Context: an optimization exercise on an open-source flow, tuned for small area, a short achievable clock period and few clock cycles. The choices shown serve that exercise and are no tape-out recipe. RTL that was checked went through simulation tests only; none was proved equivalent to the original. The RTL of run 7 was laid out without a check of its function. Power and IR drop assume default switching activity.

==> design/flow/design.v <==
module huffman(clk, reset, gray_valid, gray_data, CNT_valid, CNT1, CNT2, CNT3, CNT4, CNT5, CNT6,code_valid, HC1, HC2, HC3, HC4, HC5, HC6, M1, M2, M3, M4, M5, M6);
input clk;
input reset;
input gray_valid;
input [7:0] gray_data;
output reg CNT_valid;
output [7:0] CNT1, CNT2, CNT3, CNT4, CNT5, CNT6;
output reg code_valid;
output [7:0] HC1, HC2, HC3, HC4, HC5, HC6;
output [7:0] M1, M2, M3, M4, M5, M6;
integer i;
function lt7;
	input [6:0] a, b;
	reg [6:0] l, g;
	reg l10, g10, l32, g32, l54, g54, l30, g30, l64, g64;
	begin
		l = ~a & b;
		g = a & ~b;
		l10 = l[1] | (~g[1] & l[0]);	g10 = g[1] | (~l[1] & g[0]);
		l32 = l[3] | (~g[3] & l[2]);	g32 = g[3] | (~l[3] & g[2]);
		l54 = l[5] | (~g[5] & l[4]);	g54 = g[5] | (~l[5] & g[4]);
		l30 = l32 | (~g32 & l10);	g30 = g32 | (~l32 & g10);
		l64 = l[6] | (~g[6] & l54);	g64 = g[6] | (~l[6] & g54);
		lt7 = l64 | (~g64 & l30);
	end
endfunction
reg [3:0] st;
reg mv;
reg srt, slast, mrg;
wire img_end = (st == 4'd1) & ~gray_valid;
wire [3:0] st_n = (st == 4'd0) ? {3'd0, gray_valid} :
		(st == 4'd1) ? (gray_valid ? 4'd1 : 4'd2) :
		(st == 4'd12) ? 4'd12 : (mv ? st + 4'd1 : st);
always @(posedge clk or posedge reset)
	if (reset) begin
		st <= 4'd0;
		mv <= 1'b0;
		srt <= 1'b0;
		slast <= 1'b0;
		mrg <= 1'b0;
		CNT_valid <= 1'b0;
		code_valid <= 1'b0;
	end else begin
		st <= st_n;
		mv <= img_end | ((srt | mrg) & (~mv | (st_n == 4'd11)));
		srt <= (st_n >= 4'd2) & (st_n <= 4'd6);
		slast <= (st_n == 4'd6);
		mrg <= (st_n >= 4'd7) & (st_n <= 4'd11);
		CNT_valid <= img_end;
		code_valid <= (st == 4'd11) & mv;
	end
reg [6:0] Q [0:5];
assign CNT1 = {1'b0, Q[5]};
assign CNT2 = {1'b0, Q[0]};
assign CNT3 = {1'b0, Q[1]};
assign CNT4 = {1'b0, Q[2]};
assign CNT5 = {1'b0, Q[3]};
assign CNT6 = {1'b0, Q[4]};
wire [5:1] unsorted = {1'b0, st <= 4'd2, st <= 4'd3, st <= 4'd4, st <= 4'd5};
wire [5:1] lt_c;
genvar g;
generate
	for (g = 1; g < 6; g = g + 1) begin : cmp
		assign lt_c[g] = unsorted[g] | lt7(Q[g], Q[0]);
	end
endgenerate
reg [5:1] lt_r;
always @(posedge clk or posedge reset)
	if (reset)
		lt_r <= 5'd0;
	else
		lt_r <= lt_c;
wire [7:0] lt = {2'b00, lt_r, 1'b1};
wire [6:0] addA = Q[0] + Q[1];
wire [6:0] addB = Q[1] + Q[2];
wire [6:0] S = (addA & {7{~lt[2]}}) | (addB & {7{lt[2]}});
wire [5:0] inc;
assign inc[0] = gray_valid & (gray_data[2:0] == 3'd2);
assign inc[1] = gray_valid & (gray_data[2:0] == 3'd3);
assign inc[2] = gray_valid & (gray_data[2:0] == 3'd4);
assign inc[3] = gray_valid & (gray_data[2:0] == 3'd5);
assign inc[4] = gray_valid & (gray_data[2:0] == 3'd6);
assign inc[5] = gray_valid & (gray_data[2:0] == 3'd1);
wire sm = mv & srt & ~slast;
wire mm = mv & (slast | mrg);
reg [6:0] Qn [0:5];
reg [6:0] Qc [0:5];
reg selB, selC, selD;
always @(*) begin
	for (i = 0; i < 6; i = i + 1)
		Qc[i] = inc[i] ? Q[i] + 7'd1 : Q[i];
	selB = sm & lt[1];
	Qn[0] = (Qc[0] & {7{~(selB | mm)}}) | (Q[1] & {7{selB}}) | (S & {7{mm}});
	for (i = 1; i < 5; i = i + 1) begin
		selB = (sm & lt[i+1]) | (mm & ~lt[i+2] & ~lt[i+1]);
		selC = mm & lt[i+2];
		selD = (sm & ~lt[i+1] & lt[i]) | (mm & ~lt[i+2] & lt[i+1]);
		Qn[i] = (Qc[i] & {7{~(selB | selC | selD)}}) | (Q[(i+1)%6] & {7{selB}})
			| (Q[(i+2)%6] & {7{selC}}) | (Q[0] & {7{selD}});
	end
	selD = sm & lt[5];
	Qn[5] = (Qc[5] & {7{~(selD | mm)}}) | (Q[0] & {7{selD}}) | {7{mm}};
end
always @(posedge clk or posedge reset)
	if (reset) begin
		for (i = 0; i < 6; i = i + 1)
			Q[i] <= 7'd0;
	end else begin
		for (i = 0; i < 6; i = i + 1)
			Q[i] <= Qn[i];
	end
wire [2:0] ins = {lt[4], lt[2] & ~lt[4], (lt[1] & ~lt[2]) | (lt[3] & ~lt[4]) | lt[5]};
function [2:0] place;
	input [2:0] m;
	place = (m == 3'd0) ? 3'd0 : (m == 3'd1) ? 3'd5 : m - 3'd1;
endfunction
reg [2:0] nv [0:7];
always @(*) begin
	if (mm) begin
		nv[0] = place(ins);
		for (i = 1; i < 5; i = i + 1)
			nv[i] = lt[i] ? place(i - 1) : place(i);
		nv[5] = slast ? (lt[5] ? place(4) : place(5)) : place(ins);
	end else begin
		nv[0] = ins;
		for (i = 1; i < 6; i = i + 1)
			nv[i] = lt[i] ? i - 1 : i;
	end
	nv[6] = 3'd0;
	nv[7] = 3'd0;
end
reg [2:0] P [0:5];
reg [4:0] T [0:5];
reg [4:0] H [0:5];
always @(posedge clk or posedge reset)
	if (reset) begin
		P[0] <= 3'd5;
		for (i = 1; i < 6; i = i + 1)
			P[i] <= i - 1;
		for (i = 0; i < 6; i = i + 1) begin
			T[i] <= 5'd0;
			H[i] <= 5'd0;
		end
	end else begin
		for (i = 0; i < 6; i = i + 1) begin
			if (mv)
				P[i] <= nv[P[i]];
			if (mv & mrg & ((P[i] == 3'd0) | (P[i] == 3'd5))) begin
				T[i] <= {T[i][3:0], 1'b1};
				if (P[i] == 3'd0)
					H[i] <= H[i] | ({T[i][3:0], 1'b1} & ~T[i]);
			end
		end
	end
assign HC1 = {3'b0, H[0]};	assign M1 = {3'b0, T[0][4:1], 1'b1};
assign HC2 = {3'b0, H[1]};	assign M2 = {3'b0, T[1][4:1], 1'b1};
assign HC3 = {3'b0, H[2]};	assign M3 = {3'b0, T[2][4:1], 1'b1};
assign HC4 = {3'b0, H[3]};	assign M4 = {3'b0, T[3][4:1], 1'b1};
assign HC5 = {3'b0, H[4]};	assign M5 = {3'b0, T[4][4:1], 1'b1};
assign HC6 = {3'b0, H[5]};	assign M6 = {3'b0, T[5][4:1], 1'b1};
endmodule
==> design/flow/flow/run.sh <==
#!/bin/bash
# Own flow: the standard synthesis and layout (standard.sh), with the
# port buffers made of the smallest plain buffer cell. The make output goes
# to layout.log here.
set -euo pipefail
bash standard.sh BUFFER_PORTS_ARGS="-buffer_cell sky130_fd_sc_hd__buf_1" finish > "$PWD/layout.log" 2>&1
==> design/flow/standard.sh <==
#!/bin/bash
# synth_recipe.tcl (not shown) runs the flow's synth.tcl, then flattens the netlist and writes it again
# the make line also repeats each setting of config.mk as NAME=value (left out here)
make -C /OpenROAD-flow-scripts/flow DESIGN_CONFIG=/design/flow/config.mk WORK_HOME=/design/flow/orfs CLKGATE_MAP_FILE= SYNTH_SCRIPT=/design/flow/synth_recipe.tcl "${@:-finish}"
==> design/flow/config.mk <==
export PLATFORM = sky130hd
export DESIGN_NAME = huffman
export DESIGN_NICKNAME = huffman
export VERILOG_FILES = /design/flow/design.v
export SDC_FILE = /design/flow/constraint.sdc
export NUM_CORES = 4
export LEC_CHECK = 0
export CAP_MARGIN = 20
export CORE_MARGIN = 2
export CORE_UTILIZATION = 40
export SETUP_SLACK_MARGIN = 2.4
export SLEW_MARGIN = 20
==> design/flow/constraint.sdc <==
create_clock -name core_clock -period 5.0 [get_ports {clk}]
set_input_delay 1.0000 -clock core_clock [delete_from_list [all_inputs] [get_ports {clk}]]
set_output_delay 1.0000 -clock core_clock [all_outputs]
set_load 0.01 [all_outputs]
==> run notes, run 1 <==
The flow ran to the end and the layout has no timing, DRC or antenna violations. The vertical extent of the die came out at 155 um. The count of pins on the block boundary came out at 157.

The arrival time at the worst endpoint is 2.80 ns. The synthesized design devotes to its leading area cell type 35.1% of total area. Clock-pin slew was measured on the worst setup and hold paths at 0.07 ns. The maximum buffer depth of the clock tree is 2. The endpoint type of the worst setup path is a register. The number of failing hold endpoints at the final stage came out at 0. Sorting the synthesized cells by area gives the leading types as sky130_fd_sc_hd__dfrtp_1, sky130_fd_sc_hd__buf_4, sky130_fd_sc_hd__ha_1. The final net count is 1132.

The largest net degree at the start of global routing came out at 112. In this run the worst hold path is classified as reg2reg. Once detail routing completed, the nets flagged for antenna violations numbered 0.

The cell count after synthesis came out at 1032. The average cell area after synthesis came out at 8.85 um2. The worst reg-to-reg setup slack came out at 2.55 ns.

The worst hold path terminates at H[4][3]. In this run, distinct cell masters in the synthesized netlist total 74. The setup TNS after final layout came out at 0 ns.

The total length of routed wires is 23.2 mm. The power density normalized to cell area is 619 nW/um2. The routed wire length per instance came out at 16.9 um. The diode insertion count for antenna repair came out at 0. The relative slew slack came out at 33.7%.

The area added between synthesis and finish is 9.12%. The number of buffers added on ports came out at 103. The initial antenna violation count came out at 0. The floorplan row count came out at 55. Static timing analysis puts the maximum clock frequency at 408 MHz.

Counting instances in the post-synthesis netlist gives the leading cell types as sky130_fd_sc_hd__dfrtp_1, sky130_fd_sc_hd__nand2_1, sky130_fd_sc_hd__buf_4. The worst hold path cell count is 2. The total overflow left after global routing is 0. The total global routing track utilization came out at 19.1%. The number of warnings reported in the yosys synthesis log came out at 8. The number of synthesized flops with an enable pin came out at 0. The number of global-route vias before repair came to 6889. The violation count after the first detailed-routing iteration came out at 635. Summed over all instances, the cell type with the most area after synthesis is sky130_fd_sc_hd__dfrtp_1. The die covers 24100 um2. After routing the design area is 9970 um2.

The clock latency reported for the late side of the worst-skew pair is 0.42 ns. The multi-input combinational cells in the finished layout cover a total of 4910 um2. The startpoint type of the worst setup path is a register.

The post-detailed-route via-to-cell ratio came out at 5.51. The die width came out at 155 um. The flop and latch count out of synthesis is 135. The clock root buffer master is sky130_fd_sc_hd__clkbuf_16. The first global-routing pass estimated 36.9 mm of wire. Clock tree synthesis found a total of 135 sinks. The minimum clock period is 2.45 ns. Setup violations remaining at the end of the flow were counted as 0. Setup repair after global routing could not meet its margin everywhere. For the worst flop-to-flop path, the logic depth is 9. In this run the worst path has a maximum fanout of 17.

The half-perimeter wire length of the detailed placement result is 16.3 mm. The cell area that synthesis handed to floorplanning was 9140 um2. The leakage dissipation came out at 0.00409 uW. The count of final max-slew check failures is 0. The startpoint of the most critical register-to-register path is lt_r[1]. The post-CTS setup repair buffer count is 0. At the worst endpoint, the required time is 5.35 ns. In the synthesized netlist the dominant register cell turns out to be sky130_fd_sc_hd__dfrtp_1.

The core box area is 22500 um2. The sequential cells in the finished layout cover a total of 3390 um2. The worst-case clock skew came out at 0.0143 ns. The largest vdd supply drop is 0.000410 V.

Before antenna repair, the detailed router went through 7 iterations. The last weighted congestion value of the routability-driven placer came out at 0.846. Sequential cells were found to cover 37.1% of the synthesized design area. By instance count, the leading cell after synthesis is sky130_fd_sc_hd__dfrtp_1. The total number of H-tree levels came out at 4. In this run the critical register-to-register path is captured at P[3][1]. The actual slew at the worst max-slew pin came out at 0.986 ns.

Once placement finished, the instance area stood at 9340 um2. The fraction of final layout cells sized beyond drive strength 1 is 8.90%. The critical hold path startpoint is H[4][3]. The initial utilization of the core area, before any placement, comes to 40.6%. TritonCTS built the clock tree.

The total DRC errors in the routed layout is 0. The final period utilization is 49.1%. The number of max-capacitance violations reported came out at 0. Fill cells in the final layout number 2208. After synthesis, the share of flip-flops with an asynchronous set or reset is 100%. The detailed router placed 7583 vias in this run.

The number of buffers created by CTS came out at 17. The critical path class is reg2reg.
## per-layer routing
layer	up-vias	global-route usage, %	share of wire (%)
li1	3670	-	-
met1	3652	25.9	46
met2	236	30.9	48
met3	25	3.48	4.7
met4	0	5.91	1.7
met5	-	0	0
## worst max-delay path by stage
stage / slack, ns / endpoint / depth (start not counted) / start
final: 2.55 / P[3][1] / 9 / lt_r[1]
after global routing: 2.41 / P[3][1] / 9 / lt_r[1]
after CTS: 2.43 / P[4][1] / 8 / lt_r[1]
after global placement: 2.05 / T[5][1] / 4 / mv
after floorplan: 2.33 / CNT_valid / 1 / reset
after detailed placement: 2.04 / T[5][3] / 4 / mv
## state kept, by name (all words and copies together) (netlist names)
| signal | count |
|---|---|
| lt_r | 5 |
| CNT_valid | 1 |
| code_valid | 1 |
| mv | 1 |
| st | 4 |
| Q | 42 |
| slast | 1 |
| T | 30 |
| H | 30 |
| srt | 1 |
| P | 18 |
| mrg | 1 |
## per-stage QoR
step / hold WS [ns] / total power [uW] / util [%] / setup WS, ns / instances
after global routing: 0.486 / 6680 / 44.3 / 2.41 / 1375
after global placement: 0.439 / 4840 / 41.5 / 2.05 / 1343
final: 0.461 / 6170 / 44.3 / 2.55 / 1375
after floorplan: 0.453 / 4230 / - / 2.33 / 1078
after CTS: 0.461 / 6190 / 44.2 / 2.43 / 1375
after detailed placement: 0.446 / 4880 / 41.5 / 2.04 / 1343
## cells by family after synthesis
kind of cell / synth area share [%]
AND/OR/NAND/NOR: 14.9
flip-flops: 37.1
AO/OA/AOI/OAI: 22.5
buffers and inverters: 11.5
XOR/XNOR: 4.31
adder cells (fa/ha/maj): 6.90
other: 0.0822
multiplexers: 2.74
## critical path, cell delays in order, from the launching register on
cell                       delay (ns)
sky130_fd_sc_hd__dfrtp_2         0.55
sky130_fd_sc_hd__nor2b_1         0.20
sky130_fd_sc_hd__nor3_2          0.26
sky130_fd_sc_hd__inv_2           0.06
sky130_fd_sc_hd__ha_1            0.21
sky130_fd_sc_hd__nor2_1          0.09
sky130_fd_sc_hd__o21bai_1        0.16
sky130_fd_sc_hd__o31ai_1         0.56
sky130_fd_sc_hd__a21oi_1         0.14
sky130_fd_sc_hd__a21oi_1         0.15
## layout by cell type (no fill, tap or decap), types with 5 or more instances in the layout
cell                          n
sky130_fd_sc_hd__mux2i_1      6
sky130_fd_sc_hd__xnor2_1     33
sky130_fd_sc_hd__dfstp_2      7
sky130_fd_sc_hd__a21oi_1     43
sky130_fd_sc_hd__conb_1      48
sky130_fd_sc_hd__o211ai_1     5
sky130_fd_sc_hd__or2_2        6
sky130_fd_sc_hd__a31oi_1      7
sky130_fd_sc_hd__a222oi_1    24
sky130_fd_sc_hd__nand2b_1    19
sky130_fd_sc_hd__nor2b_1     22
sky130_fd_sc_hd__xor2_1      12
sky130_fd_sc_hd__nand4_1     10
sky130_fd_sc_hd__clkbuf_16   17
sky130_fd_sc_hd__a2111oi_0    5
sky130_fd_sc_hd__o21bai_1    14
sky130_fd_sc_hd__nor3_1      20
sky130_fd_sc_hd__dfrtp_2      5
sky130_fd_sc_hd__ha_1        41
sky130_fd_sc_hd__buf_1      103
sky130_fd_sc_hd__o31ai_1     13
sky130_fd_sc_hd__a31o_1       9
sky130_fd_sc_hd__o21ai_1     37
sky130_fd_sc_hd__dfrtp_1    123
sky130_fd_sc_hd__nand3_1     10
sky130_fd_sc_hd__o21ai_0     46
sky130_fd_sc_hd__o221ai_1     5
sky130_fd_sc_hd__o41ai_1     12
sky130_fd_sc_hd__inv_1       69
sky130_fd_sc_hd__o22ai_1     14
sky130_fd_sc_hd__a22oi_1     12
sky130_fd_sc_hd__o21a_1       5
sky130_fd_sc_hd__nand2_1     87
sky130_fd_sc_hd__a31o_2      13
sky130_fd_sc_hd__nand3b_1     9
sky130_fd_sc_hd__or3_1        6
sky130_fd_sc_hd__mux2_2      12
sky130_fd_sc_hd__nor2_1      58
sky130_fd_sc_hd__a221oi_1     5
## report_power, final
| group | total (uW) | internal, uW | switching, uW | leakage, uW |
|---|---|---|---|---|
| sequential | 2330 | 1500 | 828 | 0.00158 |
| clock | 1260 | 742 | 521 | 0.000276 |
| combinational | 2570 | 1160 | 1410 | 0.00224 |
| total | 6170 | 3410 | 2760 | 0.00409 |
## final cells by class
| class | instances | share of cell area, % |
|---|---|---|
| multi-input cells | 739 | 49.3 |
| repair buffers | 108 | 4.38 |
| clock inverters | 13 | 1.48 |
| inverters | 76 | 2.92 |
| clock buffers | 19 | 4.34 |
| well taps | 285 | 3.58 |
| flip-flops and latches | 135 | 34.0 |
## repair_timing
item | 4_1_cts | 5_1_grt
hold buffers | 0 | 0
setup endpoints to repair | 36 | 14
gates resized for setup | 8 | 5
Testbench counts, summed over its fixed seeds: cycles 47,600.
==> inputs of run 2 (changes only) <==
--- a/design/flow/config.mk
+++ b/design/flow/config.mk
@@ -10,3 +10,3 @@
 export CORE_UTILIZATION = 40
-export SETUP_SLACK_MARGIN = 2.4
+export SETUP_SLACK_MARGIN = 2.7
 export SLEW_MARGIN = 20
==> run notes, run 2 <==
The core box area is 22500 um2 (unchanged). The highest clock frequency the design can meet came out at 450 MHz (+10%). The worst hold path cell count came out at 2 (unchanged). The last weighted congestion value of the routability-driven placer came out at 0.831 (-1.7%). The maximum buffer depth of the clock tree came to 2 (unchanged). The critical path goes through buf_12, buf_1. Q holds more flip-flops than any other register.

The total DRC errors in the routed layout is 0 (unchanged). The flop and latch count out of synthesis came out at 135 (unchanged). The final net count is 1155 (+2.0%). The flow ran to the end and the layout has no timing, DRC or antenna violations. The violation count after the first detailed-routing iteration is 638 (+0.47%).

The share of async-settable or async-resettable flops after synthesis came out at 100% (unchanged). The library cell used most frequently in the layout, excluding fill and tap cells, is sky130_fd_sc_hd__dfrtp_1. The number of warnings reported in the yosys synthesis log came out at 8 (unchanged). The total congestion overflow is 0 (unchanged). The number of synthesized flops with an enable pin came out at 0 (unchanged).

The count of pins on the block boundary came to 157 (unchanged). The total global routing track utilization is 19.3% (+0.18 points). The post-route standard cell area excluding fillers came out at 10300 um2 (+3.1%). The initial antenna violation count is 0 (unchanged).

The placed cell count is 1343 (unchanged). The post-detailed-route count of antenna-violating nets came to 0 (unchanged). The clock-pin slew reported for the worst setup and hold paths after clock tree synthesis is 0.07 ns (about the same).

The starting density of the core is 40.6% (unchanged). The flip-flop count of the largest register, all copies and words added was 42 (unchanged). The minimum clock period is 2.22 ns (-0.230 ns). The clock latency reported for the late side of the worst-skew pair was 0.43 ns (about the same). In the synthesized netlist, the cells that appear most often are sky130_fd_sc_hd__dfrtp_1, sky130_fd_sc_hd__nand2_1, sky130_fd_sc_hd__buf_4.

The arrival time at the worst endpoint is 1.22 ns (-1.58 ns). The area fraction of the dominant cell type after synthesis came out at 35.1% (unchanged). For this design, the slowest cell found on the critical path is sky130_fd_sc_hd__dfrtp_4. The largest net degree at the start of global routing is 119 (+6.3%). The average cell area after synthesis was 8.85 um2 (unchanged).

The floorplan row count was 55 (unchanged). The startpoint type of the worst setup path is a register. Yosys instantiated no cell more often than sky130_fd_sc_hd__dfrtp_1. In the final layout, the registers with the most flip-flops are Q: 42 flops, H: 30 flops, T: 30 flops. The number of buffers added on ports came out at 103 (unchanged). Sorting the synthesized cells by area gives the leading types as sky130_fd_sc_hd__dfrtp_1, sky130_fd_sc_hd__buf_4, sky130_fd_sc_hd__ha_1. The number of failing hold endpoints at the final stage came out at 0 (unchanged). The number of vias in the routed layout is 7634 (+0.67%).

The die width came to 155 um (unchanged). The relative slew slack is 38.4% (+4.7 points). The total number of H-tree levels came to 4 (unchanged). The number of failing setup endpoints in the final timing report is 0 (unchanged). The worst-case clock skew is 0.0168 ns (+0.00244 ns). The post-detailed-route via-to-cell ratio is 5.46 (-0.98%).

The sequential cell area fraction in the yosys report was 37.1% (unchanged). The routed wire length per instance was 16.8 um (-0.90%). The largest vdd supply drop came out at 0.000322 V (-21%). The critical path data required time came to 4.00 ns (-1.35 ns). The cell count after synthesis came to 1032 (unchanged). The diode insertion count for antenna repair is 0 (unchanged). The fraction of final layout cells sized beyond drive strength 1 is 12.8% (+3.9 points). The prevailing post-synth register cell is sky130_fd_sc_hd__dfrtp_1. The area added between synthesis and finish came out at 12.5%.

The final period utilization was 44.4% (-4.6 points). The vertical extent of the die was 155 um (unchanged). The worst stage delay on the critical path is 0.51 ns (-0.05 ns). The worst reg-to-reg setup slack came out at 2.84 ns (+0.29 ns). The area of the die came out at 24100 um2 (unchanged).

Leaving out fill and tap cells, the most frequent cells in the layout are sky130_fd_sc_hd__dfrtp_1, sky130_fd_sc_hd__buf_1, sky130_fd_sc_hd__nand2_1. Setup repair after global routing left no endpoint under its margin. The number of distinct library cells after synthesis was 74 (unchanged). The total length of routed wires is 23.4 mm (+0.76%).

The first-pass GRT wire length is 37.4 mm (+1.3%). The count of filler cells inserted in the layout is 2181 (-1.2%). The half-perimeter wire length of the detailed placement result came out at 16.3 mm (about the same).

The endpoint type of the worst setup path is an output pin. The maximum fanout encountered on the critical timing path is 13 (-4). The number of max-capacitance violations reported came to 0 (unchanged). The power density normalized to cell area is 624 nW/um2 (+0.81%). The number of buffers created by CTS came out at 17 (unchanged). The number of optimization iterations in the first detailed-route pass is 6 (-1). The actual slew at the worst max-slew pin came out at 0.916 ns (-0.0697 ns). The number of global-route vias before repair came out at 6956 (+0.97%). The tree is rooted in a sky130_fd_sc_hd__clkbuf_16. The critical path in this run is classified as reg2out. The final-layout worst hold slack came to 0.462 ns (+0.000745 ns). The placed instance area came out at 9340 um2 (unchanged). The setup TNS after final layout is 0 ns (unchanged). The total number of clock tree sinks came to 135 (unchanged).

In this run the worst hold path is classified as reg2reg. The cell area after technology mapping came to 9140 um2 (unchanged). The count of final max-slew check failures came out at 0 (unchanged). The leakage dissipation came out at 0.00423 uW (+3.4%). The post-route non-filler standard cell count is 1398 (+1.7%).

The depth of the worst register-to-register path came out at 10 (+1). The TritonCTS clock tree is done. Of all cell types, the one taking the most synthesized area is sky130_fd_sc_hd__dfrtp_1.
## run 2: per-layer routing
layer  GRT usage (%)  vias up  share of wire [%]
li1                -     3714                  -
met1            26.2     3679                 46
met2            31.3      225                 47
met3            3.76       16                5.2
met4            5.56        0                1.2
met5               0        -                  0
## run 2: timing repair
item                                   in CTS  in global routing
setup endpoints to repair                  84                 48
hold buffers                                0                  0
gates resized for setup                    21                 21
pin swaps                                   2                  2
buffers inserted                            2                 21
endpoints found under the hold margin       0                  0
## run 2: area by class of cell
class | count | area [um2] | area share [%]
timing repair buffer | 131 | 623 | 6.06
clock inverter | 14 | 185 | 1.80
tap | 285 | 357 | 3.47
multi-input combinational | 739 | 4960 | 48.3
clock buffer | 18 | 439 | 4.27
sequential | 135 | 3420 | 33.3
inverter | 76 | 294 | 2.86
## run 2: kinds of logic (layout without fill, tap and decap cells)
kind of cell	after synthesis	after routing	synth area share (%)
other	2	48	0.0822
flip-flops	135	135	37.1
buffers and inverters	204	239	11.5
AO/OA/AOI/OAI	299	299	22.5
AND/OR/NAND/NOR	274	274	14.9
multiplexers	23	23	2.74
adder cells (fa/ha/maj)	50	50	6.90
XOR/XNOR	45	45	4.31
## run 2: power breakdown
group / leakage [uW] / total, uW / internal (uW) / switching (uW)
clock network: 0.000303 / 1340 / 811 / 533
registers: 0.00157 / 2280 / 1520 / 761
logic: 0.00236 / 2790 / 1270 / 1510
total: 0.00423 / 6410 / 3600 / 2810
## run 2: critical path: cells and delay by family, from the launching register on
family | cells | cell delay [ns]
buffers and inverters | 2 | 0.28
DFF | 1 | 0.51
## run 2: final timing paths
check | endpoint | from
max in group asynchronous | lt_r[5] | reset
max reg2reg | P[4][1] | lt_r[1]
min reg2reg | H[1][0] | H[1][0]
min in group asynchronous | CNT_valid | reset
max | CNT2[0] | Q[0][0]
min | H[1][0] | H[1][0]
## run 2: metrics by stage
| stage | worst slack (ns) | power (uW) | util [%] |
|---|---|---|---|
| finish | 2.78 | 6410 | 45.7 |
| global route | 2.68 | 6930 | 45.7 |
| CTS | 2.67 | 6300 | 44.6 |
| detailed placement | 2.15 | 4880 | 41.5 |
| global placement | 2.13 | 4840 | 41.5 |
| floorplan | 2.33 | 4230 | - |
==> inputs of run 3 (changes only) <==
--- a/design/flow/config.mk
+++ b/design/flow/config.mk
@@ -10,3 +10,3 @@
 export CORE_UTILIZATION = 40
-export SETUP_SLACK_MARGIN = 2.7
+export SETUP_SLACK_MARGIN = 2.9
 export SLEW_MARGIN = 20
==> run notes, run 3 <==
The placed instance area is 9350 um2 (+0.11%). The sequential cell area fraction in the yosys report is 37.1% (unchanged). The worst-case clock skew came to 0.0124 ns (-0.00435 ns). The critical path data required time is 4.00 ns (about the same). The diode insertion count for antenna repair came out at 0 (unchanged). The final-layout worst hold slack came out at 0.454 ns (-0.00794 ns). The leakage dissipation came out at 0.00446 uW (+5.5%). The largest vdd supply drop is 0.000305 V (-5.3%). The area taken by multi-input logic gates is 5160 um2 (+3.9%). The total length of routed wires came out at 25.3 mm (+8.1%). The power density normalized to cell area is 630 nW/um2 (+1.1%). The violation count after the first detailed-routing iteration is 725 (+14%). The number of failing hold endpoints at the final stage came out at 0 (unchanged).

The share of async-settable or async-resettable flops after synthesis is 100% (unchanged). The endpoint type of the worst setup path is an output pin. The run finished with no timing, DRC or antenna violations.

The worst hold-check path type is reg2reg. The starting density of the core came out at 40.6% (unchanged). The number of warnings reported in the yosys synthesis log is 8 (unchanged). The setup TNS after final layout is 0 ns (unchanged). The core utilization of the finished layout was 48.0% (+2.4 points).

The number of buffers created by CTS is 17 (unchanged). The area fraction of the dominant cell type after synthesis is 35.1% (unchanged). The register area came to 3460 um2 (+1.1%). The wire length on met2 is 12.0 mm (+8.3%). The most common cell in the synthesized netlist is sky130_fd_sc_hd__dfrtp_1. The highest clock frequency the design can meet is 464 MHz (+3.2%).

The post-route standard cell area excluding fillers was 10800 um2 (+5.2%). The actual slew at the worst max-slew pin is 0.943 ns (+0.0275 ns). The flip-flop count of the largest register, all copies and words added came out at 42 (unchanged). The wire length on met1 came out at 11.3 mm (+4.6%). The total DRC errors in the routed layout is 0 (unchanged). The initial antenna violation count came out at 0 (unchanged). The clock-pin slew reported for the worst setup and hold paths after clock tree synthesis was 0.07 ns (about the same). The last weighted congestion value of the routability-driven placer came to 0.843 (+1.4%). The area of the die came out at 24100 um2 (unchanged). The number of vias in the routed layout is 8018 (+5.0%). The cell count after synthesis came out at 1032 (unchanged).

In the final layout, the registers with the most flip-flops are Q: 42 flops, H: 30 flops, T: 30 flops. Among all flip-flop cells after synthesis, the most frequent one is sky130_fd_sc_hd__dfrtp_1. The worst setup path is launched from a register. The minimum clock period came out at 2.15 ns (-0.0684 ns).

The number of max-capacitance violations reported came out at 0 (unchanged). Leaving out fill and tap cells, the most frequent cell in the layout is sky130_fd_sc_hd__buf_1. The total number of H-tree levels is 4 (unchanged). The total number of clock tree sinks is 135 (unchanged). The number of synthesized flops with an enable pin came out at 0 (unchanged). The number of optimization iterations in the first detailed-route pass was 6 (unchanged). The number of distinct library cells after synthesis is 74 (unchanged). The sum of met3 wire segment lengths after detailed routing came to 1.34 mm (+10%). The library cells used most frequently in the layout, excluding fill and tap cells, are sky130_fd_sc_hd__buf_1, sky130_fd_sc_hd__nand2_1, sky130_fd_sc_hd__dfrtp_1. The synthesized design spends more area on one cell type than any other, namely sky130_fd_sc_hd__dfrtp_1. By count the netlist is led by sky130_fd_sc_hd__dfrtp_1, sky130_fd_sc_hd__nand2_1, sky130_fd_sc_hd__buf_4. The number of global-route vias before repair is 7221 (+3.8%). The clock latency reported for the late side of the worst-skew pair came out at 0.43 ns (about the same). The flop and latch count out of synthesis is 135 (unchanged).

Signal routing reaches up to met4. The average cell area after synthesis is 8.85 um2 (unchanged). The half-perimeter wire length of the detailed placement result is 16.2 mm (-0.31%). The vertical extent of the die is 155 um (unchanged). The core box area is 22500 um2 (unchanged).

The routed wire length per instance came to 17.5 um (+4.6%). The relative slew slack is 36.6% (-1.8 points). The count of filler cells inserted in the layout is 2174 (-0.32%). Clock tree synthesis selected as its root buffer the cell sky130_fd_sc_hd__clkbuf_16. TritonCTS built the clock tree. The setup path with the least slack is of type reg2out. The total global routing track utilization came to 20.5% (+1.2 points). The final period utilization is 43.1% (-1.4 points).

The final net count came out at 1201 (+4.0%). Counting flops per register, the top entry is Q. The count of pins on the block boundary was 157 (unchanged). The post-detailed-route via-to-cell ratio was 5.55 (+1.7%).

Ranked by total cell area, the synthesized netlist is headed by sky130_fd_sc_hd__dfrtp_1, sky130_fd_sc_hd__buf_4, sky130_fd_sc_hd__ha_1. The area added between synthesis and finish is 18.4%. Setup repair after global routing could not meet its margin everywhere. The largest net degree at the start of global routing came out at 125 (+5.0%). The first-pass GRT wire length came out at 39.3 mm (+5.0%). The post-detailed-route count of antenna-violating nets is 0 (unchanged). The total congestion overflow is 0 (unchanged). The cell area after technology mapping came out at 9140 um2 (unchanged). The number of buffers added on ports came out at 103 (unchanged). The maximum fanout encountered on the critical timing path came out at 7 (-6). The count of final max-slew check failures is 0 (unchanged). The fraction of final layout cells sized beyond drive strength 1 came out at 22.8% (+10 points). The maximum buffer depth of the clock tree came out at 2 (unchanged). The number of failing setup endpoints in the final timing report was 0 (unchanged). The floorplan row count is 55 (unchanged). The arrival time at the worst endpoint came out at 1.15 ns (-0.07 ns). The die width is 155 um (unchanged).
-- run 3: cell counts after synthesis --
No cell type changed its count.
-- run 3: worst paths after layout --
path | startpoint | endpoint | slack, ns | cells past startpoint
worst max-delay path | Q[1][1] | CNT3[1] | 2.85 | 2
worst min-delay path | H[4][0] | H[4][0] | 0.45 | 1
worst max register to register | Q[0][2] | Q[0][4] | 2.92 | 7
worst min register to register | H[4][0] | H[4][0] | 0.45 | 1
max in group asynchronous | reset | H[5][1] | 3.47 | 3
min in group asynchronous | reset | H[4][0] | 0.52 | 2
-- run 3: layer usage --
metal	GRT usage, %	up-vias
met4	7.01	0
li1	-	3811
met1	27.6	3896
met3	4.07	45
met2	33.0	266
met5	0	-
-- run 3: area by class of cell --
| cell class | count | share of cell area (%) |
|---|---|---|
| timing repair buffer | 176 | 9.10 |
| inverter | 76 | 2.75 |
| clock inverter | 15 | 1.26 |
| clock buffer | 17 | 3.93 |
| sequential | 135 | 32.0 |
| tap | 285 | 3.30 |
| multi-input combinational | 740 | 47.7 |
-- run 3: critical path, cell delays in order, from the launching register on --
cell	delay, ns
sky130_fd_sc_hd__dfrtp_2	0.47
sky130_fd_sc_hd__buf_6	0.14
sky130_fd_sc_hd__buf_6	0.11
-- run 3: cell families (layout without fill, tap and decap cells) --
logic type                 Yosys count  after routing  share of synthesized area, %
AOI/OAI and AO/OA                  299            300                          22.5
and+or+nand+nor                    274            274                          14.9
buffers and inverters              204            284                          11.5
DFF                                135            135                          37.1
adders and majority gates           50             50                          6.90
xor gates and xnor gates            45             45                          4.31
muxes                               23             23                          2.74
other                                2             48                        0.0822
-- run 3: stage by stage --
| stage | power (uW) | setup slack [ns] | std cells |
|---|---|---|---|
| final | 6820 | 2.85 | 1444 |
| after CTS | 6480 | 2.90 | 1416 |
| after global placement | 4850 | 1.95 | 1342 |
| after global routing | 7320 | 2.81 | 1444 |
| after floorplan | 4240 | 2.33 | 1078 |
| after detailed placement | 4890 | 1.92 | 1342 |
-- run 3: report_power, final --
group          total (uW)  switching, uW  internal [uW]
logic                3380           1830           1550
registers            2200            653           1540
clock network        1240            579            657
total                6820           3060           3760
-- run 3: what timing repair did --
action                                  4_1_cts  5_1_grt
pin swaps                                     8       16
hold buffers                                  0        0
setup buffers                                41       28
gates resized for setup                      77       55
endpoints found under the setup margin      114       61
cloned                                        1        0
==> inputs of run 4 (changes only) <==
--- a/design/flow/config.mk
+++ b/design/flow/config.mk
@@ -10,3 +10,3 @@
 export CORE_UTILIZATION = 40
-export SETUP_SLACK_MARGIN = 2.9
+export SETUP_SLACK_MARGIN = 2.8
 export SLEW_MARGIN = 20
==> run notes, run 4 <==
The run finished with no timing, DRC or antenna violations. The die width was 155 um (unchanged). The post-detailed-route count of antenna-violating nets came to 0 (unchanged).

The maximum fanout encountered on the critical timing path was 7 (unchanged). The minimum clock period came to 2.16 ns (+0.0110 ns). The number of buffers created by CTS came to 17 (unchanged). The half-perimeter wire length of the detailed placement result came to 16.2 mm (about the same). The largest net degree at the start of global routing is 116 (-7.2%). The violation count after the first detailed-routing iteration was 640 (-12%). The largest registers in the layout are Q: 42 flops, H: 30 flops, T: 30 flops.

The most common cell in the synthesized netlist is sky130_fd_sc_hd__dfrtp_1. The number of global-route vias before repair was 6998 (-3.1%). The first-pass GRT wire length came out at 38.2 mm (-2.7%).

The worst-case clock skew is 0.0158 ns (+0.00335 ns). The last weighted congestion value of the routability-driven placer is 0.824 (-2.3%). The number of failing setup endpoints in the final timing report is 0 (unchanged).

The post-detailed-route via-to-cell ratio is 5.49 (-1.2%). The highest clock frequency the design can meet is 462 MHz (-0.51%). The clock-pin slew reported for the worst setup and hold paths after clock tree synthesis came to 0.07 ns (about the same). The count of pins on the block boundary is 157 (unchanged). The total DRC errors in the routed layout came out at 0 (unchanged). The total number of H-tree levels is 4 (unchanged).

The flop and latch count out of synthesis is 135 (unchanged). The clock root buffer master is sky130_fd_sc_hd__clkbuf_16. The core box area is 22500 um2 (unchanged).

The leakage dissipation is 0.00427 uW (-4.3%). The arrival time at the worst endpoint came out at 1.16 ns (about the same). The endpoint type of the worst setup path is an output pin. The setup TNS after final layout is 0 ns (unchanged). The final period utilization is 43.3% (+0.22 points). The number of max-capacitance violations reported is 0 (unchanged).

In the synthesized netlist the dominant register cell turns out to be sky130_fd_sc_hd__dfrtp_1. The sequential cell area fraction in the yosys report is 37.1% (unchanged). The number of synthesized flops with an enable pin is 0 (unchanged).

The vertical extent of the die came out at 155 um (unchanged). The top cell types in the final layout, fill and taps aside, are sky130_fd_sc_hd__dfrtp_1, sky130_fd_sc_hd__buf_1, sky130_fd_sc_hd__nand2_1. The cell area after technology mapping was 9140 um2 (unchanged). The critical path data required time came out at 4.00 ns (about the same). The area fraction of the dominant cell type after synthesis is 35.1% (unchanged). The total global routing track utilization is 19.8% (-0.70 points).

The largest vdd supply drop was 0.000372 V (+22%). The share of async-settable or async-resettable flops after synthesis is 100% (unchanged). STA classifies the critical path startpoint as a register. The total length of routed wires came to 24.0 mm (-5.4%). The cell type with the largest total area after synthesis is sky130_fd_sc_hd__dfrtp_1. The area of the die came out at 24100 um2 (unchanged). The power density normalized to cell area came out at 628 nW/um2 (-0.44%).

The relative slew slack is 34.5% (-2.1 points). The number of optimization iterations in the first detailed-route pass is 6 (unchanged). The critical path is of the reg2out type.

Counting flops per register, the top entry is Q. The area added between synthesis and finish is 13.6%. The average cell area after synthesis is 8.85 um2 (unchanged). The flip-flop count of the largest register, all copies and words added is 42 (unchanged). The number of vias in the routed layout is 7674 (-4.3%). The total number of clock tree sinks came out at 135 (unchanged).

The initial antenna violation count came out at 0 (unchanged). The power consumption came out at 6510 uW (-4.5%). The maximum buffer depth of the clock tree came out at 2 (unchanged). The floorplan row count came out at 55 (unchanged). The final net count came out at 1156 (-3.7%). The actual slew at the worst max-slew pin came out at 0.975 ns (+0.0313 ns). TritonCTS built the clock tree. The count of filler cells inserted in the layout is 2222 (+2.2%).

The number of buffers added on ports is 103 (unchanged). Setup repair after global routing could not meet its margin everywhere. The number of failing hold endpoints at the final stage is 0 (unchanged).

The fraction of final layout cells sized beyond drive strength 1 came out at 14.2% (-8.6 points). The number of buffers inserted by hold repair at cts came out at 0 (unchanged). The commonest cells after synthesis are sky130_fd_sc_hd__dfrtp_1, sky130_fd_sc_hd__nand2_1, sky130_fd_sc_hd__buf_4.

The diode insertion count for antenna repair came out at 0 (unchanged). In the post-synthesis netlist, the biggest area contributors are sky130_fd_sc_hd__dfrtp_1, sky130_fd_sc_hd__buf_4, sky130_fd_sc_hd__ha_1. The number of warnings reported in the yosys synthesis log came out at 8 (unchanged).

The cell count after synthesis is 1032 (unchanged). The routed wire length per instance is 17.1 um (-2.3%). The final-layout worst hold slack was 0.453 ns (-0.00111 ns).

The clock latency reported for the late side of the worst-skew pair came to 0.43 ns (about the same). Leaving out fill and tap cells, the most frequent cell in the layout is sky130_fd_sc_hd__dfrtp_1. The starting density of the core came out at 40.6% (unchanged).

The number of distinct library cells after synthesis came to 74 (unchanged). The min-delay analysis places its worst path in the category reg2reg. The count of final max-slew check failures is 0 (unchanged).

The total congestion overflow is 0 (unchanged).
## run 4: logic make-up after synthesis
| kind of cell | count (synthesis) | share of synthesized area (%) |
|---|---|---|
| flops | 135 | 37.1 |
| other cells | 2 | 0.0822 |
| simple gates | 274 | 14.9 |
| compound gates | 299 | 22.5 |
| xor+xnor | 45 | 4.31 |
| fa+ha+maj | 50 | 6.90 |
| mux | 23 | 2.74 |
| buf+inv | 204 | 11.5 |
## run 4: layer usage
| metal | GRT usage, % | wire length, um | vias up |
|---|---|---|---|
| li1 | - | - | 3709 |
| met1 | 27.1 | 11000 | 3721 |
| met2 | 32.2 | 11600 | 223 |
| met3 | 4.01 | 1140 | 21 |
| met4 | 4.72 | 191 | 0 |
| met5 | 0 | 0 | - |
## run 4: layout make-up
class,instances,area (um2),area share [%]
timing repair buffer,132,624,6.02
clock buffer,18,429,4.14
clock inverter,14,186,1.80
inverter,76,294,2.83
tap,285,357,3.44
sequential,135,3420,33.0
multi-input combinational,739,5060,48.8
## run 4: final timing paths
path                       slack (ns)  depth (start not counted)       to    start
setup / recovery                 2.84                          2  CNT3[1]  Q[1][1]
hold / removal                   0.45                          1  H[4][0]  H[4][0]
setup reg to reg                 2.89                          8  Q[0][4]  Q[2][0]
hold reg to reg                  0.45                          1  H[4][0]  H[4][0]
max in group asynchronous        3.40                          3       mv    reset
min in group asynchronous        0.58                          2  T[4][4]    reset
## run 4: repair_timing
item,4_1_cts,5_1_grt
endpoints found under the hold margin,0,0
pin swaps,3,8
resized for setup,37,32
endpoints found under the setup margin,107,35
gates cloned,0,0
setup buffers,14,10
## run 4: through the flow
step / setup WS (ns) / cells / instance area, um2 / utilization [%]
floorplan: 2.33 / 1078 / 9320 / -
global placement: 2.16 / 1343 / 9340 / 41.5
detailed placement: 2.11 / 1343 / 9340 / 41.5
CTS: 2.78 / 1389 / 10200 / 45.2
global route: 2.76 / 1399 / 10400 / 46.1
finish: 2.84 / 1399 / 10400 / 46.1
## run 4: worst max-delay path, cell delays in order, from the launching register on
cell	delay, ns
sky130_fd_sc_hd__dfrtp_2	0.46
sky130_fd_sc_hd__buf_4	0.16
sky130_fd_sc_hd__buf_1	0.12
## run 4: power by group
| part | switching, uW | total (uW) | internal, uW | leakage, uW |
|---|---|---|---|---|
| combinational | 1590 | 2910 | 1320 | 0.00242 |
| sequential | 741 | 2260 | 1520 | 0.00156 |
| clock | 539 | 1340 | 801 | 0.000295 |
| total | 2870 | 6510 | 3640 | 0.00427 |
==> inputs of run 5 (changes only) <==
--- a/design/flow/config.mk
+++ b/design/flow/config.mk
@@ -10,2 +10,3 @@
 export CORE_UTILIZATION = 40
+export CTS_BUF_LIST = sky130_fd_sc_hd__clkbuf_4 sky130_fd_sc_hd__clkbuf_8
 export SETUP_SLACK_MARGIN = 2.8
==> run notes, run 5 <==
The flow ran to the end and the layout has no timing, DRC or antenna violations. The commonest cells after synthesis are sky130_fd_sc_hd__dfrtp_1, sky130_fd_sc_hd__nand2_1, sky130_fd_sc_hd__buf_4. The share of async-settable or async-resettable flops after synthesis is 100% (unchanged). The post-detailed-route via-to-cell ratio is 5.47 (-0.23%). The number of failing hold endpoints at the final stage is 0 (unchanged). The total DRC errors in the routed layout came to 0 (unchanged).

The number of global-route vias before repair came to 6952 (-0.66%). The first-pass GRT wire length is 38.1 mm (-0.11%). The library cell used most frequently in the layout, excluding fill and tap cells, is sky130_fd_sc_hd__buf_1. The maximum fanout encountered on the critical timing path is 8 (+1). The total congestion overflow is 0 (unchanged).

The core box area was 22500 um2 (unchanged). The most common cell in the synthesized netlist is sky130_fd_sc_hd__dfrtp_1. In the layout the commonest cells are sky130_fd_sc_hd__buf_1, sky130_fd_sc_hd__dfrtp_1, sky130_fd_sc_hd__nand2_1. The worst-case clock skew is 0.0184 ns (+0.00265 ns). The diode insertion count for antenna repair came out at 0 (unchanged). The flop and latch count out of synthesis is 135 (unchanged). The number of warnings reported in the yosys synthesis log came out at 8 (unchanged). The fraction of final layout cells sized beyond drive strength 1 was 16.9% (+2.7 points). The minimum setup slack after placement came to 2.11 ns (unchanged).

The tightest min-delay check is of the reg2reg type. The area added between synthesis and finish came out at 12.6%. In the post-synthesis netlist, the biggest area contributors are sky130_fd_sc_hd__dfrtp_1, sky130_fd_sc_hd__buf_4, sky130_fd_sc_hd__ha_1. The power density normalized to cell area is 610 nW/um2 (-2.8%).

The count of final max-slew check failures is 0 (unchanged). The total number of clock tree sinks came out at 135 (unchanged). The number of synthesized flops with an enable pin came out at 0 (unchanged). The vertical extent of the die is 155 um (unchanged). The endpoint identified for the worst register-to-register timing path is P[5][0]. The clock-pin slew reported for the worst setup and hold paths after clock tree synthesis is 0.09 ns (+0.02 ns). The largest vdd supply drop came out at 0.000391 V (+5.1%). Setup repair after global routing could not meet its margin everywhere. The total number of H-tree levels is 4 (unchanged). The number of max-capacitance violations reported is 0 (unchanged). The die width is 155 um (unchanged). The worst path setup slack after routing is 2.80 ns (-0.0378 ns). The worst setup path is of the reg2out kind. The number of buffers created by CTS is 17 (unchanged). The startpoint type of the worst setup path is a register. The number of failing setup endpoints in the final timing report is 0 (unchanged). The setup TNS after final layout is 0 ns (unchanged). The post-detailed-route count of antenna-violating nets is 0 (unchanged). The final period utilization is 44.1% (+0.76 points). The highest clock frequency the design can meet is 454 MHz (-1.7%). The last weighted congestion value of the routability-driven placer came to 0.824 (unchanged).

The depth of the worst register-to-register path came to 6 (-2). The largest registers in the layout are Q: 42 flops, H: 30 flops, T: 30 flops. The clock latency reported for the late side of the worst-skew pair is 0.46 ns (+0.03 ns).

The violation count after the first detailed-routing iteration is 685 (+7.0%). Of all cell types, the one taking the most synthesized area is sky130_fd_sc_hd__dfrtp_1. The largest net degree at the start of global routing is 116 (unchanged). The area fraction of the dominant cell type after synthesis is 35.1% (unchanged). The area of the die is 24100 um2 (unchanged). The worst hold path cell count came to 1 (unchanged). The total global routing track utilization came out at 19.8% (about the same).

The worst register-to-register path begins at mrg. The relative slew slack came to 49.5% (+15 points). The leakage dissipation is 0.00423 uW (-0.89%). The final-layout worst hold slack came out at 0.459 ns (+0.00534 ns). The routed wire length per instance is 17.1 um (-0.31%). Clock tree synthesis selected as its root buffer the cell sky130_fd_sc_hd__clkbuf_8.

The cell area after technology mapping is 9140 um2 (unchanged). The core utilization of the finished layout came out at 45.7% (-0.40 points). The prevailing post-synth register cell is sky130_fd_sc_hd__dfrtp_1. The number of vias in the routed layout came out at 7711 (+0.48%). The arrival time at the worst endpoint came out at 1.20 ns (+0.04 ns). The worst reg-to-reg setup slack came to 2.88 ns (about the same). The critical hold path startpoint is H[4][0]. The path with the worst hold slack has its endpoint at H[4][0]. The initial antenna violation count came out at 0 (unchanged).

The half-perimeter wire length of the detailed placement result is 16.2 mm (unchanged). The number of optimization iterations in the first detailed-route pass is 6 (unchanged). The final net count is 1166 (+0.87%). The minimum clock period is 2.20 ns (+0.0378 ns). The cell count after synthesis came out at 1032 (unchanged). The critical path data required time came to 4.00 ns (about the same). STA classifies the critical path endpoint as an output pin.

The total length of routed wires came out at 24.1 mm (+0.40%). The number of distinct library cells after synthesis was 74 (unchanged). The actual slew at the worst max-slew pin is 0.756 ns (-0.219 ns). The sequential cell area fraction in the yosys report came out at 37.1% (unchanged). The starting density of the core is 40.6% (unchanged). The flip-flop count of the largest register, all copies and words added came to 42 (unchanged).

The maximum buffer depth of the clock tree is 2 (unchanged). The floorplan row count came to 55 (unchanged). The average cell area after synthesis came out at 8.85 um2 (unchanged). The register with the most flip-flops is Q. The TritonCTS clock tree is done. The number of buffers added on ports came out at 103 (unchanged). The count of pins on the block boundary is 157 (unchanged).
run 5: cell counts after synthesis:
Identical to the previous run, type by type.
run 5: layout make-up:
cell class	count	area (um2)
fill	2241	12200
multi-input combinational	739	5070
sequential	135	3440
timing repair buffer	142	697
tap	285	357
inverter	76	294
clock buffer	18	241
clock inverter	14	186
run 5: how the worst max path moves through the flow:
stage / startpoint / end / depth (start not counted)
3_3_place_gp: mv / T[5][3] / 4
6_report: Q[1][1] / CNT3[1] / 2
5_1_grt: Q[1][1] / CNT3[1] / 2
4_1_cts: lt_r[3] / P[4][1] / 10
3_5_place_dp: lt_r[2] / P[4][1] / 8
2_1_floorplan: reset / CNT_valid / 1
run 5: cell families after synthesis:
family / after synthesis / synth area share, %
simple gates: 274 / 14.9
flops: 135 / 37.1
other cells: 2 / 0.0822
fa+ha+maj: 50 / 6.90
buf+inv: 204 / 11.5
xor+xnor: 45 / 4.31
compound gates: 299 / 22.5
mux: 23 / 2.74
run 5: metal layers:
metal  vias up  global-route usage, %  part of all wire [%]
li1       3734                      -                     -
met1      3715                   27.3                    45
met2       242                   32.0                    48
met3        20                   3.73                   5.3
met4         0                   5.03                   1.2
met5         -                      0                     0
run 5: worst max-delay path, stage by stage, from the launching register on:
cell and delay (ns):
sky130_fd_sc_hd__dfrtp_2 0.47, sky130_fd_sc_hd__buf_4 0.16, sky130_fd_sc_hd__buf_1 0.12
run 5: stage by stage:
stage                     power [uW]  cell area [um2]  instances
after global routing            6790            10300       1409
after CTS                       6090             9980       1389
after detailed placement        4890             9340       1343
after floorplan                 4230             9320       1078
final                           6280            10300       1409
after global placement          4840             9340       1343
run 5: power breakdown:
group / switching, uW / internal (uW) / total [uW] / leakage [uW]
Combinational: 1660 / 1370 / 3030 / 0.00247
Clock: 504 / 514 / 1020 / 0.000211
Sequential: 697 / 1530 / 2230 / 0.00155
Total: 2860 / 3410 / 6280 / 0.00423
run 5: timing repair:
item	CTS	global route
gates resized for setup	38	50
pin swaps	2	10
endpoints found under the hold margin	0	0
hold buffers	0	0
endpoints found under the setup margin	113	53
buffers inserted	14	20
==> inputs of run 6 (changes only) <==
--- a/design/flow/config.mk
+++ b/design/flow/config.mk
@@ -9,4 +9,3 @@
 export CORE_MARGIN = 2
-export CORE_UTILIZATION = 40
-export CTS_BUF_LIST = sky130_fd_sc_hd__clkbuf_4 sky130_fd_sc_hd__clkbuf_8
+export CORE_UTILIZATION = 60
 export SETUP_SLACK_MARGIN = 2.8
==> run notes, run 6 <==
For this run, the leading register cell type out of synthesis is sky130_fd_sc_hd__dfrtp_1. The sequential fraction of design power is 35.5% (about the same). The post-detailed-route count of antenna-violating nets is 0 (unchanged). Setup repair after global routing could not meet its margin everywhere.

The worst hold path terminates at H[0][4]. The final period utilization came out at 43.9% (-0.13 points). The worst hold path cell count came out at 2 (+1). The area of the die came out at 16200 um2 (-33%). The total number of H-tree levels came to 4 (unchanged). The actual slew at the worst max-slew pin is 0.867 ns (+0.112 ns). The number of warnings reported in the yosys synthesis log came out at 8 (unchanged). Sorting the synthesized cells by area gives the leading types as sky130_fd_sc_hd__dfrtp_1, sky130_fd_sc_hd__buf_4, sky130_fd_sc_hd__ha_1.

The number of max-capacitance violations reported is 0 (unchanged). The layer flagged by global routing as most heavily used is met2. The last weighted congestion value of the routability-driven placer came out at 0.850 (+3.1%). The count of final max-slew check failures is 0 (unchanged). The worst-case clock skew is 0.0105 ns (-0.00791 ns).

The area fraction of the dominant cell type after synthesis came out at 35.1% (unchanged). The starting density of the core is 60.8% (+20 points). The switching fraction of total power is 44.6% (-1.1 points). The worst register-to-register path begins at lt_r[3]. The slowest stage of the critical path belongs to the cell sky130_fd_sc_hd__dfrtp_2. The kind of cell with the highest combined delay along the critical path is simple AND/OR/NAND/NOR gates.

The floorplan row count is 45 (-18%). The number of buffer and inverter stages on the critical path came out at 2 (unchanged). The highest clock frequency the design can meet is 455 MHz (+0.29%).

The worst reg-to-reg setup slack came out at 2.80 ns (-0.08 ns). The largest vdd supply drop came out at 0.000370 V (-5.5%). The clock network fraction of total power is 19.6% (+3.4 points). The number of global-route vias before repair is 7216 (+3.8%). The met1 demand-to-capacity share in global routing was 37.9% (+11 points). The startpoint type of the worst setup path is a register. The total length of routed wires was 22.9 mm (-4.9%). The number of distinct library cells after synthesis came to 74 (unchanged). The leakage dissipation came out at 0.00433 uW (+2.4%). The clock-pin slew reported for the worst setup and hold paths after clock tree synthesis came out at 0.06 ns (-0.03 ns). The number of failing hold endpoints at the final stage came out at 0 (unchanged). The setup TNS after final layout came to 0 ns (unchanged).

The number of buffers added on ports came out at 103 (unchanged). The number of optimization iterations in the first detailed-route pass came out at 9 (+3). The initial antenna violation count came to 0 (unchanged). TritonCTS built the clock tree.

The clock latency reported for the late side of the worst-skew pair is 0.42 ns (-0.04 ns). The count of filler cells inserted in the layout is 1263 (-44%). The power dissipated by switching net loads is 2850 uW (-0.66%). The average cell area after synthesis was 8.85 um2 (unchanged). The violation count after the first detailed-routing iteration came out at 744 (+8.6%). The post-detailed-route via-to-cell ratio was 5.92 (+8.1%). The die width was 127 um (-18%). The half-perimeter wire length of the detailed placement result is 15.4 mm (-5.1%). Leaving out fill and tap cells, the most frequent cell in the layout is sky130_fd_sc_hd__dfrtp_1. The most frequently used cell type in the post-synthesis netlist is sky130_fd_sc_hd__dfrtp_1. The diode insertion count for antenna repair came out at 0 (unchanged).

The critical path data required time is 5.37 ns (+1.37 ns). The number of vias in the routed layout came to 7782 (+0.92%). The total DRC errors in the routed layout is 0 (unchanged). The depth of the worst register-to-register path is 11 (+5). The maximum fanout encountered on the critical timing path is 4 (-4). More flip-flops sit in one register than any other, and that register is Q. The first-pass GRT wire length came out at 37.1 mm (-2.7%). The power consumption was 6380 uW (+1.7%). The sequential cell area fraction in the yosys report came out at 37.1% (unchanged). The share of async-settable or async-resettable flops after synthesis is 100% (unchanged). The relative slew slack came out at 41.7% (-7.9 points). The end of the worst register-to-register path is P[4][1]. The clock root buffer master is sky130_fd_sc_hd__clkbuf_16. The cell area after technology mapping is 9140 um2 (unchanged). The met2 layer usage reported by global route was 48.0% (+16 points).

The flop and latch count out of synthesis is 135 (unchanged). The core box area came to 15000 um2 (-33%). The fraction of final layout cells sized beyond drive strength 1 is 15.1% (-1.8 points).

The worst setup path is captured at a register. In this run the worst hold path is classified as reg2reg. The worst stage delay on the critical path is 0.43 ns (-0.04 ns). Walking the worst path, the cells encountered are nor2b_4, nor3_4, inv_2, ha_1, nor2_2, o21bai_4, o31ai_2, buf_4, nand2b_1, a31oi_1, mux2_2. The vertical extent of the die came to 127 um (-18%). The arrival time at the worst endpoint is 2.56 ns (+1.36 ns). The area added between synthesis and finish is 13.0%. The number of buffers created by CTS is 17 (unchanged). The routed wire length per instance was 17.4 um (+1.9%). The number of synthesized flops with an enable pin is 0 (unchanged). The number of failing setup endpoints in the final timing report is 0 (unchanged). The total global routing track utilization is 28.4% (+8.7 points). The final net count came out at 1169 (+0.26%).

The maximum buffer depth of the clock tree is 2 (unchanged). The total congestion overflow came out at 0 (unchanged). The critical path class is reg2reg. The cell count after synthesis is 1032 (unchanged). The startpoint identified for the worst hold timing path is H[0][4]. The synthesized design spends more area on one cell type than any other, namely sky130_fd_sc_hd__dfrtp_1. The largest net degree at the start of global routing came to 136 (+17%). The total number of clock tree sinks came out at 135 (unchanged). The met3 global-route usage is 4.44% (+0.71 points).

The minimum clock period is 2.20 ns (-0.00633 ns). The flow ran to the end and the layout has no timing, DRC or antenna violations. In the layout the commonest cells are sky130_fd_sc_hd__dfrtp_1, sky130_fd_sc_hd__buf_1, sky130_fd_sc_hd__nand2_1.

Sorting the synthesized cells by how often they occur yields sky130_fd_sc_hd__dfrtp_1, sky130_fd_sc_hd__nand2_1, sky130_fd_sc_hd__buf_4. The flip-flop count of the largest register, all copies and words added is 42 (unchanged). In the final layout, the registers with the most flip-flops are Q: 42 flops, H: 30 flops, T: 30 flops.

The share of power burned in combinational logic came out at 45.0% (-3.3 points). The power density normalized to cell area was 618 nW/um2 (+1.3%). The count of pins on the block boundary came to 157 (unchanged). The internal power component is 3540 uW (+3.7%).
run 6: cell types whose count changed in the layout (fill, tap and decap cells not counted), sizes merged:
| cell | change |
|---|---|
| bufbuf | +1 |
| clkbuf | +1 |
| clkinv | +3 |
| buf | +2 |
| inv | -2 |
| bufinv | -2 |
run 6: what timing repair did:
item,4_1_cts,5_1_grt
cloned,1,0
setup endpoints to repair,85,40
resized for setup,43,24
pin swaps,3,4
hold buffers,0,0
setup buffers,10,26
endpoints found under the hold margin,0,0
run 6: layer usage:
metal / share of wire, % / wire length, um
met2: 50 / 11400
met4: 1.9 / 430
met5: 0 / 0
met1: 43 / 9760
met3: 5.7 / 1310
run 6: worst register-to-register path: cells and delay by family (launching register included):
| kind | cells | cell delay, ns |
|---|---|---|
| compound gates | 3 | 0.46 |
| fa+ha+maj | 1 | 0.23 |
| buf+inv | 2 | 0.24 |
| flops | 1 | 0.43 |
| mux | 1 | 0.17 |
| simple gates | 4 | 0.61 |
run 6: how the worst max path moves through the flow:
stage / start / end / slack [ns] / depth (start not counted)
after CTS: lt_r[2] / P[4][1] / 2.76 / 9
after global routing: lt_r[3] / P[4][1] / 2.73 / 11
after floorplan: reset / CNT_valid / 2.33 / 1
after detailed placement: lt_r[2] / P[4][1] / 2.15 / 8
final: lt_r[3] / P[4][1] / 2.80 / 11
after global placement: lt_r[2] / P[4][1] / 2.20 / 8
run 6: cell type report:
cell class	count	area (um2)	area share, %
tap	188	235	2.28
clock inverter	13	135	1.31
multi-input combinational	739	5020	48.6
inverter	76	294	2.85
timing repair buffer	145	768	7.44
sequential	135	3420	33.1
clock buffer	19	453	4.39
run 6: logic make-up (layout without fill, tap and decap cells):
logic type      after synthesis  after routing  share of synthesized area [%]
compound gates              299            299                           22.5
simple gates                274            274                           14.9
buf+inv                     204            253                           11.5
flops                       135            135                           37.1
fa+ha+maj                    50             50                           6.90
xor+xnor                     45             45                           4.31
mux                          23             23                           2.74
other cells                   2             48                         0.0822
run 6: power by group through the flow:
stage               logic (uW)  registers (uW)  clock network, uW
floorplan                 2230            2000                  0
global placement          2500            2320                  0
detailed placement        2540            2320                  0
CTS                       2690            2280               1270
global route              3210            2350               1310
finish                    2870            2260               1250
run 6: per-stage QoR:
stage	cell area [um2]	setup slack, ns	util, %	hold slack, ns	instances
2_1_floorplan	9320	2.33	-	0.453	1078
3_3_place_gp	9220	2.20	61.3	0.443	1246
3_5_place_dp	9220	2.15	61.3	0.444	1246
4_1_cts	10000	2.76	66.8	0.462	1289
5_1_grt	10300	2.73	68.7	0.476	1315
6_report	10300	2.80	68.7	0.458	1315
==> inputs of run 7 (changes only) <==
--- a/design/flow/design.v
+++ b/design/flow/design.v
@@ -73,5 +73,3 @@
 wire [7:0] lt = {2'b00, lt_r, 1'b1};
-wire [6:0] addA = Q[0] + Q[1];
-wire [6:0] addB = Q[1] + Q[2];
-wire [6:0] S = (addA & {7{~lt[2]}}) | (addB & {7{lt[2]}});
+wire [6:0] S = Q[1] + (lt[2] ? Q[2] : Q[0]);
 wire [5:0] inc;
--- a/design/flow/config.mk
+++ b/design/flow/config.mk
@@ -9,3 +9,3 @@
 export CORE_MARGIN = 2
-export CORE_UTILIZATION = 60
+export CORE_UTILIZATION = 40
 export SETUP_SLACK_MARGIN = 2.8
==> run notes, run 7 <==
The flow ran to the end and the layout has no timing, DRC or antenna violations. Of all cell types, the one taking the most synthesized area is sky130_fd_sc_hd__dfrtp_1. The cell area after technology mapping is 8650 um2 (-5.3%). The total length of routed wires is 23.7 mm (+3.7%). The diode insertion count for antenna repair is 0 (unchanged). The share of async-settable or async-resettable flops after synthesis was 100% (unchanged). The count of pins on the block boundary came out at 157 (unchanged). The number of distinct library cells after synthesis is 70 (-5.4%). The total number of clock tree sinks was 135 (unchanged). In the layout the commonest cells are sky130_fd_sc_hd__dfrtp_1, sky130_fd_sc_hd__buf_1, sky130_fd_sc_hd__o21ai_0.

The clock latency reported for the late side of the worst-skew pair came to 0.43 ns (about the same). The mux cell area share after synthesis came out at 3.27% (+0.53 points). The starting density of the core came out at 40.9% (-20 points).

The fraction of the mapped netlist area in adder cells came out at 3.99% (-2.9 points). By area the synthesized netlist is led by sky130_fd_sc_hd__dfrtp_1, sky130_fd_sc_hd__buf_4, sky130_fd_sc_hd__o21ai_0. The relative slew slack is 36.6% (-5.1 points).

The total number of H-tree levels is 4 (unchanged). The core utilization of the finished layout came to 48.0% (-21 points). The sequential cell area fraction in the yosys report came out at 39.2% (+2.1 points).

The number of buffers added on ports is 103 (unchanged). The clock root buffer master is sky130_fd_sc_hd__clkbuf_16. The worst stage delay on the critical path was 0.43 ns (about the same). The area of the die is 22800 um2 (+41%). The post-detailed-route count of antenna-violating nets came to 0 (unchanged). After synthesis, the largest family of logic cells by area is compound AO/OA/AOI/OAI gates. The number of synthesized flops with an enable pin is 0 (unchanged). The post-detailed-route via-to-cell ratio came to 5.59 (-5.6%).

The largest vdd supply drop was 0.000323 V (-13%). The largest registers in the layout are Q: 42 flops, H: 30 flops, T: 30 flops. The number of failing setup endpoints in the final timing report came out at 0 (unchanged). The fraction of final layout cells sized beyond drive strength 1 is 18.5% (+3.4 points). The largest individual stage delay along the critical path comes from the cell sky130_fd_sc_hd__dfrtp_2. The actual slew at the worst max-slew pin came to 0.943 ns (+0.0760 ns). The total DRC errors in the routed layout came out at 0 (unchanged).

The number of buffers created by CTS came to 17 (unchanged). STA classifies the critical path endpoint as a register. Setup repair after global routing could not meet its margin everywhere. The number of max-capacitance violations reported came out at 0 (unchanged). The floorplan row count came to 53 (+18%). The arrival time at the worst endpoint is 2.49 ns (-0.07 ns). The average cell area after synthesis came out at 8.92 um2 (+0.75%).

Q holds more flip-flops than any other register. The total congestion overflow came out at 0 (unchanged). The number of vias in the routed layout came out at 7588 (-2.5%). The compound-cell area share of the yosys netlist is 22.9% (+0.46 points). Counting instances in the post-synthesis netlist gives the leading cell types as sky130_fd_sc_hd__dfrtp_1, sky130_fd_sc_hd__o21ai_0, sky130_fd_sc_hd__inv_1. The number of warnings reported in the yosys synthesis log is 8 (unchanged). The clock-pin slew reported for the worst setup and hold paths after clock tree synthesis is 0.06 ns (about the same). In this run the worst hold path is classified as reg2reg.

The total global routing track utilization came to 20.3% (-8.1 points). The power density normalized to cell area came out at 617 nW/um2 (-0.23%). The final net count came out at 1105 (-5.5%).

The number of failing hold endpoints at the final stage is 0 (unchanged). The xor and xnor fraction of the mapped netlist area is 3.85% (-0.47 points). The leakage dissipation came out at 0.00415 uW (-4.2%). TritonCTS built the clock tree.

The flip-flop count of the largest register, all copies and words added came to 42 (unchanged). The number of buffers inserted by hold repair at cts came out at 0 (unchanged). The last weighted congestion value of the routability-driven placer is 0.808 (-4.9%).

The maximum buffer depth of the clock tree is 2 (unchanged). The startpoint type of the worst setup path is a register. The worst-case clock skew came out at 0.0128 ns (+0.00229 ns). The routed wire length per instance is 17.5 um (+0.39%). The maximum fanout encountered on the critical timing path came out at 4 (unchanged).

The cell count after synthesis is 970 (-6.0%). The worst path setup slack after routing was 2.78 ns (-0.0277 ns). The number of optimization iterations in the first detailed-route pass is 8 (-1).

The half-perimeter wire length of the detailed placement result is 15.8 mm (+2.9%). The initial antenna violation count is 0 (unchanged). The area added between synthesis and finish came out at 17.4%. The flop and latch count out of synthesis is 135 (unchanged). The area fraction of the dominant cell type after synthesis came out at 37.0% (+2.0 points). Walking the worst path, the cells encountered are buf_12, mux2_4, ha_4, inv_2, fa_2, nand2b_4, a21oi_4, o32a_1, a31oi_1, o21ai_1, o221ai_1.

The largest net degree at the start of global routing came out at 95 (-30%). The final period utilization was 44.5% (+0.55 points). The highest clock frequency the design can meet is 450 MHz (-1.2%).

The setup path with the least slack is of type reg2reg. The count of final max-slew check failures is 0 (unchanged). The vertical extent of the die is 151 um (+19%).

The violation count after the first detailed-routing iteration came out at 698 (-6.2%). The number of global-route vias before repair is 6829 (-5.4%). Leaving out fill and tap cells, the most frequent cell in the layout is sky130_fd_sc_hd__dfrtp_1. The most frequently used cell type in the post-synthesis netlist is sky130_fd_sc_hd__dfrtp_1. The most used flip-flop cell after synthesis is sky130_fd_sc_hd__dfrtp_1. The setup TNS after final layout is 0 ns (unchanged). The minimum setup slack after placement came out at 1.97 ns (-0.182 ns).

The minimum clock period is 2.22 ns (+0.0277 ns). The first-pass GRT wire length is 36.3 mm (-2.2%). The core box area came out at 21200 um2 (+41%). The critical path data required time came to 5.26 ns (-0.11 ns).

The die width came out at 151 um (+19%). The area share of and/or/nand/nor cells after synthesis came out at 14.7% (-0.19 points).
[run 7: power breakdown]
group	internal (uW)	switching (uW)	leakage [uW]
Clock	700	518	0.000273
Sequential	1520	667	0.00162
Combinational	1290	1570	0.00226
Total	3510	2760	0.00415
[run 7: critical path, delay by kind of cell, from the launching register on]
kind	cells	cell delay, ns
AO/OA/AOI/OAI	5	0.65
adder cells (fa/ha/maj)	2	0.46
flip-flops	1	0.43
multiplexers	1	0.20
buffers and inverters	2	0.17
AND/OR/NAND/NOR	1	0.16
[run 7: layout make-up]
type | count | area, um2
inverter | 82 | 322
sequential | 135 | 3410
fill | 2028 | 11000
multi-input combinational | 682 | 4650
clock inverter | 13 | 121
clock buffer | 18 | 439
timing repair buffer | 153 | 872
tap | 275 | 344
[run 7: layer usage]
| metal | global-route usage (%) | part of all wire, % | up-vias |
|---|---|---|---|
| li1 | - | - | 3600 |
| met1 | 27.0 | 44 | 3707 |
| met2 | 33.8 | 49 | 242 |
| met3 | 3.34 | 5.5 | 39 |
| met4 | 6.82 | 1.6 | 0 |
| met5 | 0 | 0 | - |
[run 7: what timing repair did]
action | 4_1_cts | 5_1_grt
pin swaps | 5 | 14
buffers inserted | 19 | 21
resized for setup | 42 | 47
setup endpoints to repair | 73 | 44
gates cloned | 0 | 1
[run 7: path summary, 6_finish.rpt]
check | cells past startpoint | to | slack, ns | from
setup / recovery | 11 | Q[0][6] | 2.78 | lt_r[2]
hold / removal | 1 | H[5][0] | 0.46 | H[5][0]
setup reg to reg | 11 | Q[0][6] | 2.78 | lt_r[2]
hold reg to reg | 1 | H[5][0] | 0.46 | H[5][0]
max in group asynchronous | 3 | P[4][0] | 3.57 | reset
min in group asynchronous | 2 | Q[0][4] | 0.59 | reset
[run 7: through the flow]
| step | std cells | hold slack, ns | cell area [um2] | power [uW] |
|---|---|---|---|---|
| final | 1358 | 0.455 | 10200 | 6260 |
| after detailed placement | 1285 | 0.444 | 8950 | 4620 |
| after floorplan | 1016 | 0.454 | 8910 | 3960 |
| after global placement | 1285 | 0.441 | 8950 | 4570 |
| after CTS | 1335 | 0.457 | 9800 | 6030 |
| after global routing | 1358 | 0.473 | 10200 | 6720 |
[run 7: kinds of logic after synthesis]
group           Yosys count
compound gates          293
xor+xnor                 38
fa+ha+maj                28
buf+inv                 199
flops                   135
mux                      26
other cells               2
simple gates            249

Check on run 7: ideal ports give 2.776 ns setup slack; a clkbuf_16 on the clock port and buf_2 on the inputs give 2.776 ns; moving port delays by the midpoint clock arrival (0.463 ns) as well gives 2.450 ns.
